This design comes from an exercise in tuning for small area and a short achievable clock period on the open sky130 flow, not from production work.
In this exercise RTL edits were held to simulation tests only and were not proved equivalent to the original.
Power is estimated from default activity; no workload was simulated.

before:
Design mult32x32, start of the top module:
module mult32x32 (
  input              i_clk     ,
  input              i_rstn    ,
  input  wire        i_multa_ns,
  input  wire        i_multb_ns,
  input  wire [31:0] i_multa   ,
  input  wire [31:0] i_multb   ,
  output wire [63:0] o_product
);
Size in the first run: roughly 3600 cells after synthesis, roughly 940 flip-flops, ~130 I/O pins.
==> flow/config.mk <==
export PLATFORM = sky130hd
export DESIGN_NAME = mult32x32
export DESIGN_NICKNAME = mult32x32
export VERILOG_FILES = /design/flow/design.v
export SDC_FILE = /design/flow/constraint.sdc
export NUM_CORES = 4
export LEC_CHECK = 0
export CAP_MARGIN = 20
export CORE_MARGIN = 2
export CORE_UTILIZATION = 40
export PLACE_DENSITY = 0.85
export SETUP_SLACK_MARGIN = 1.95
export SLEW_MARGIN = 20
export SYNTH_HIERARCHICAL = 1
export TNS_END_PERCENT = 100
==> flow/constraint.sdc <==
create_clock -name core_clock -period 4.0 [get_ports {i_clk}]
set_input_delay 0.8000 -clock core_clock [delete_from_list [all_inputs] [get_ports {i_clk}]]
set_output_delay 0.8000 -clock core_clock [all_outputs]
set_load 0.01 [all_outputs]
standard.sh (not shown) runs the stock make flow with config.mk's settings and CLKGATE_MAP_FILE= SYNTH_SCRIPT=/design/flow/synth_recipe.tcl, a recipe that flattens the netlist after the stock synthesis.
==> flow/flow/run.sh <==
#!/bin/bash
set -euo pipefail
export CTS_ARGS="-sink_clustering_enable -repair_clock_nets -dont_use_dummy_load -sink_clustering_size 20 -sink_clustering_max_diameter 100"
bash standard.sh > standard.log 2>&1
before | status: complete | timing, DRC, antenna: pass
Input changes introduced in after (baseline for comparison: before):
-- flow/config.mk --
<<< before, line 12
export SETUP_SLACK_MARGIN = 1.95
>>> after, line 12
export SETUP_SLACK_MARGIN = 2.0
### Flow results
Design area of before is on par with after.
[diff] switching power of the nets, after relative to before: regression
[compare] base=before new=after: worst hold slack went down 0.038 ns, post-route fraction of the period consumed by the critical path went down 2.6 points, largest fanout of any net on the critical path went up 24, HPWL after detailed placement went up 0.60%.
after vs before: first-pass GRT wire length up in after

* * *

== run 1 ==
mult32x32, a different RTL version from the one above (not shown whole).
Size in the first run: about 3600 cells after synthesis, roughly 130 I/O pins, about 45000 µm² of cells after synthesis.
clock: 4.0 ns
lec_check: 0
cap_margin: 20
core_margin: 2
core_utilization: 40
place_density: 0.95
setup_slack_margin: 2.0
slew_margin: 20
synth_hierarchical: 1
tns_end_percent: 100
==> flow/flow/run.sh <==
#!/bin/bash
set -euo pipefail
export CTS_ARGS="-sink_clustering_enable -repair_clock_nets -dont_use_dummy_load"
bash standard.sh > standard.log 2>&1
Run 1: PASS, flow complete, no timing, DRC or antenna violations
[inputs] run 2 vs run 1
# run 1
export LEC_CHECK = 0
export CAP_MARGIN = 20
export CORE_MARGIN = 2
export CORE_UTILIZATION = 40
export PLACE_DENSITY = 0.95
export SETUP_SLACK_MARGIN = 2.0
export SLEW_MARGIN = 20
export SYNTH_HIERARCHICAL = 1
export TNS_END_PERCENT = 100
create_clock -name core_clock -period 4.0 [get_ports {i_clk}]
# run 2
export LEC_CHECK = 0
export CAP_MARGIN = 20
export CORE_MARGIN = 2
export CORE_UTILIZATION = 40
export CTS_BUF_LIST = sky130_fd_sc_hd__clkbuf_8
export SETUP_SLACK_MARGIN = 2.0
export SLEW_MARGIN = 20
export SYNTH_HIERARCHICAL = 1
export TNS_END_PERCENT = 100
create_clock -name core_clock -period 4.0 [get_ports {i_clk}]
==> flow/run.sh (new file) <==
#!/bin/bash
# synth_recipe.tcl (not shown) runs the flow's synth.tcl, then flattens the netlist and writes it again
# the make line also repeats each setting of config.mk as NAME=value (left out here)
make -C /OpenROAD-flow-scripts/flow DESIGN_CONFIG=/design/flow/config.mk WORK_HOME=/design/flow/orfs CLKGATE_MAP_FILE= SYNTH_SCRIPT=/design/flow/synth_recipe.tcl finish
removed: flow/flow/run.sh
removed: flow/standard.sh
## What came out
A destination of the critical timing path of s2_1148$_DFF_P_ is what run 1 shows, while s2_1140$_DFF_P_ belongs to run 2. When run 2 is set beside run 1, its clock insertion delay at the later pin of the skew report turns out to be 0.15 ns larger. Comparing synthesis-to-layout area growth for run 2 and run 1, the bigger number came from run 2. Clock network power up 25% in run 2 wrt run 1. Of the two values seen for critical path's slowest cell, sky130_fd_sc_hd__fa_1 was produced by run 1 and sky130_fd_sc_hd__dfxtp_2 by run 2. From run 2 to run 1, final-layout setup total negative slack did not move at all. Final count of pins violating max slew: run 1 vs run 2 — no meaningful difference. Final wirelength: run 2 < run 1. Delta(clock network fraction of total power, run 2 - run 1) > 0.
#### Input delta (run 3 over run 2)
# run 2
export LEC_CHECK = 0
export CAP_MARGIN = 20
export CORE_MARGIN = 2
export CORE_UTILIZATION = 40
export CTS_BUF_LIST = sky130_fd_sc_hd__clkbuf_8
export SETUP_SLACK_MARGIN = 2.0
export SLEW_MARGIN = 20
export SYNTH_HIERARCHICAL = 1
export TNS_END_PERCENT = 100
create_clock -name core_clock -period 4.0 [get_ports {i_clk}]
# run 3
export LEC_CHECK = 0
export CAP_MARGIN = 20
export CORE_MARGIN = 2
export CORE_UTILIZATION = 40
export PLACE_DENSITY = 0.85
export SETUP_SLACK_MARGIN = 2.05
export SLEW_MARGIN = 20
export SYNTH_HIERARCHICAL = 1
export TNS_END_PERCENT = 100
create_clock -name core_clock -period 4.0 [get_ports {i_clk}]
==> flow/flow/run.sh (new file) <==
#!/bin/bash
set -euo pipefail
export CTS_ARGS="-sink_clustering_enable -repair_clock_nets -dont_use_dummy_load"
bash standard.sh > standard.log 2>&1
==> flow/standard.sh (new file) <==
#!/bin/bash
# synth_recipe.tcl (not shown) runs the flow's synth.tcl, then flattens the netlist and writes it again
# the make line also repeats each setting of config.mk as NAME=value (left out here)
make -C /OpenROAD-flow-scripts/flow DESIGN_CONFIG=/design/flow/config.mk WORK_HOME=/design/flow/orfs CLKGATE_MAP_FILE= SYNTH_SCRIPT=/design/flow/synth_recipe.tcl "${@:-finish}"
removed: flow/run.sh
Delta (run 3 minus run 2): fraction of power consumed by sequential logic higher; post-route cell area dropped 2.3%; final worst slack saw an increase; post-route fraction of the period consumed by the critical path shrank by 2.9 points. Wire: run 3 routes less than run 2. [compare] base=run 2 new=run 3: portion of total power attributed to combinational logic now larger, clock buffer count in the final layout went down by 100.

* * *

mult32x32 again, from the RTL that the note above started with.
clock: 4.0 ns
lec_check: 0
cap_margin: 20
core_margin: 2
core_utilization: 40
cts_cluster_diameter: 60
cts_cluster_size: 25
setup_slack_margin: 2.0
slew_margin: 20
synth_hierarchical: 1
tns_end_percent: 100
run.sh (not shown) runs the stock make flow with config.mk's settings and CLKGATE_MAP_FILE= SYNTH_SCRIPT=/design/flow/synth_recipe.tcl, a recipe that flattens the netlist after the stock synthesis.
Stock flow here: none of the scripts above is used.
The starting point went through all stages and came out clean.
Then changed:
==> flow/flow/run.sh (new file) <==
#!/bin/bash
set -euo pipefail
export CTS_ARGS="-sink_clustering_enable -repair_clock_nets -dont_use_dummy_load"
bash standard.sh > standard.log 2>&1
==> flow/standard.sh (new file) <==
#!/bin/bash
# synth_recipe.tcl (not shown) runs the flow's synth.tcl, then flattens the netlist and writes it again
# the make line also repeats each setting of config.mk as NAME=value (left out here)
make -C /OpenROAD-flow-scripts/flow DESIGN_CONFIG=/design/flow/config.mk WORK_HOME=/design/flow/orfs CLKGATE_MAP_FILE= SYNTH_SCRIPT=/design/flow/synth_recipe.tcl "${@:-finish}"
Settings changed: CORE_UTILIZATION 40 to 60, CTS_CLUSTER_DIAMETER 60 to unset, CTS_CLUSTER_SIZE 25 to unset, PLACE_DENSITY set to 0.85.
removed: flow/run.sh
After rerunning: Sequential cell count does not change. Wire length fell by a little under a tenth. First-iteration DRC count increases by well over a third. Maximum frequency is higher by a few percent. Via count rose by a few percent. Hold slack is worse by 0.011 ns. Cell area drops by a few percent. Synthesized cell count does not change. Sequential share of layout area is higher by 1.1 points. Critical path depth does not change. Global-route usage rose by 8.4 points.
Then changed:
==> flow/run.sh (new file) <==
#!/bin/bash
# synth_recipe.tcl (not shown) runs the flow's synth.tcl, then flattens the netlist and writes it again
# the make line also repeats each setting of config.mk as NAME=value (left out here)
make -C /OpenROAD-flow-scripts/flow DESIGN_CONFIG=/design/flow/config.mk WORK_HOME=/design/flow/orfs CLKGATE_MAP_FILE= SYNTH_SCRIPT=/design/flow/synth_recipe.tcl finish
Settings changed: CORE_UTILIZATION 60 to 40, PLACE_DENSITY 0.85 to unset, SETUP_SLACK_MARGIN 2.0 to 2.2.
removed: flow/flow/run.sh
removed: flow/standard.sh
What happened: Design area grows by about a fifth; worst hold slack degrades by 0.031 ns; maximum frequency shrinks slightly; synthesized cell count is unchanged.

* * *

## oak
mult32x32 again, from the RTL that the note above started with.
export LEC_CHECK = 0
export CAP_MARGIN = 20
export CORE_MARGIN = 2
export CORE_UTILIZATION = 40
export PLACE_DENSITY = 0.75
export SETUP_SLACK_MARGIN = 2.0
export SLEW_MARGIN = 20
export SYNTH_HIERARCHICAL = 1
export TNS_END_PERCENT = 100
create_clock -name core_clock -period 4.0 [get_ports {i_clk}]
standard.sh (not shown) runs the stock make flow with config.mk's settings and CLKGATE_MAP_FILE= SYNTH_SCRIPT=/design/flow/synth_recipe.tcl, a recipe that flattens the netlist after the stock synthesis.
==> flow/flow/run.sh <==
#!/bin/bash
set -euo pipefail
export CTS_ARGS="-sink_clustering_enable -repair_clock_nets -dont_use_dummy_load"
bash standard.sh > standard.log 2>&1
The final layout from oak, which completed every stage, passed the timing, design-rule and antenna checks at the end of the flow.
For pine, these inputs were changed with respect to oak:
- setting GPL_ROUTABILITY_DRIVEN to 0 for the first time
pine completed; timing, DRC and antenna clean. Changes observed in pine relative to oak: met1 usage shrank by 1.3 points, pin count of the biggest net entering global routing moved down, final critical path time including I/O delays and setup higher. Per the comparison of pine with oak, cell count after placement held steady; worst hold slack grew by 0.061 ns; design area held steady; setup slack shrank by 0.0072 ns.

separate check: timing with driven ports:
Ports are ideal in the flow. The routed layouts listed here were re-timed in OpenROAD.
Step 1 (the two cells are an assumption about what drives the block):
set clk [get_ports {i_clk}]
set_driving_cell -lib_cell sky130_fd_sc_hd__clkbuf_16 $clk
set_driving_cell -lib_cell sky130_fd_sc_hd__buf_2 [delete_from_list [all_inputs] $clk]
Step 2 moves the port delays by t, midway between the first and last clock arrival at a register: inputs arrive t later, outputs are due t later. That takes back most of the time a late clock gives input paths.
a / b / c = ideal / step 1 / step 2; a / b = the first two.
run	t (ns)	slack for setup (ns)	worst hold slack (ns)	latest minus earliest clock arrival (ns)	worst data-port slew with drivers (ns)
before	0.686	1.881 / 1.881 / 1.350	0.224 / 0.233 / 0.304	0.066 / 0.066	0.07
after	0.676	1.984 / 1.965 / 1.376	0.186 / 0.196 / 0.281	0.092 / 0.092	0.08
run 1	0.716	1.913 / 1.913 / 1.301	0.227 / 0.201 / 0.255	0.095 / 0.095	0.08
run 2	0.888	1.900 / 1.880 / 1.117	0.164 / 0.121 / 0.308	0.060 / 0.060	0.06
run 3	0.699	2.017 / 2.004 / 1.372	0.267 / 0.244 / 0.268	0.071 / 0.071	0.06
the first run of note 3	0.750	1.929 / 1.929 / 1.316	0.261 / 0.232 / 0.322	0.062 / 0.062	0.06
the second run of note 3	0.686	1.978 / 1.978 / 1.358	0.249 / 0.215 / 0.308	0.074 / 0.074	0.06
the third run of note 3	0.774	1.953 / 1.953 / 1.423	0.218 / 0.176 / 0.312	0.058 / 0.057	0.06
oak	0.706	1.964 / 1.964 / 1.371	0.229 / 0.216 / 0.307	0.049 / 0.049	0.08
pine	0.688	1.956 / 1.956 / 1.341	0.290 / 0.288 / 0.290	0.083 / 0.083	0.12
After both steps setup and hold are still met in every run listed. For run 2, which loses most, drivers alone change the setup slack by -0.020 ns; drivers and shift together by -0.783 ns.
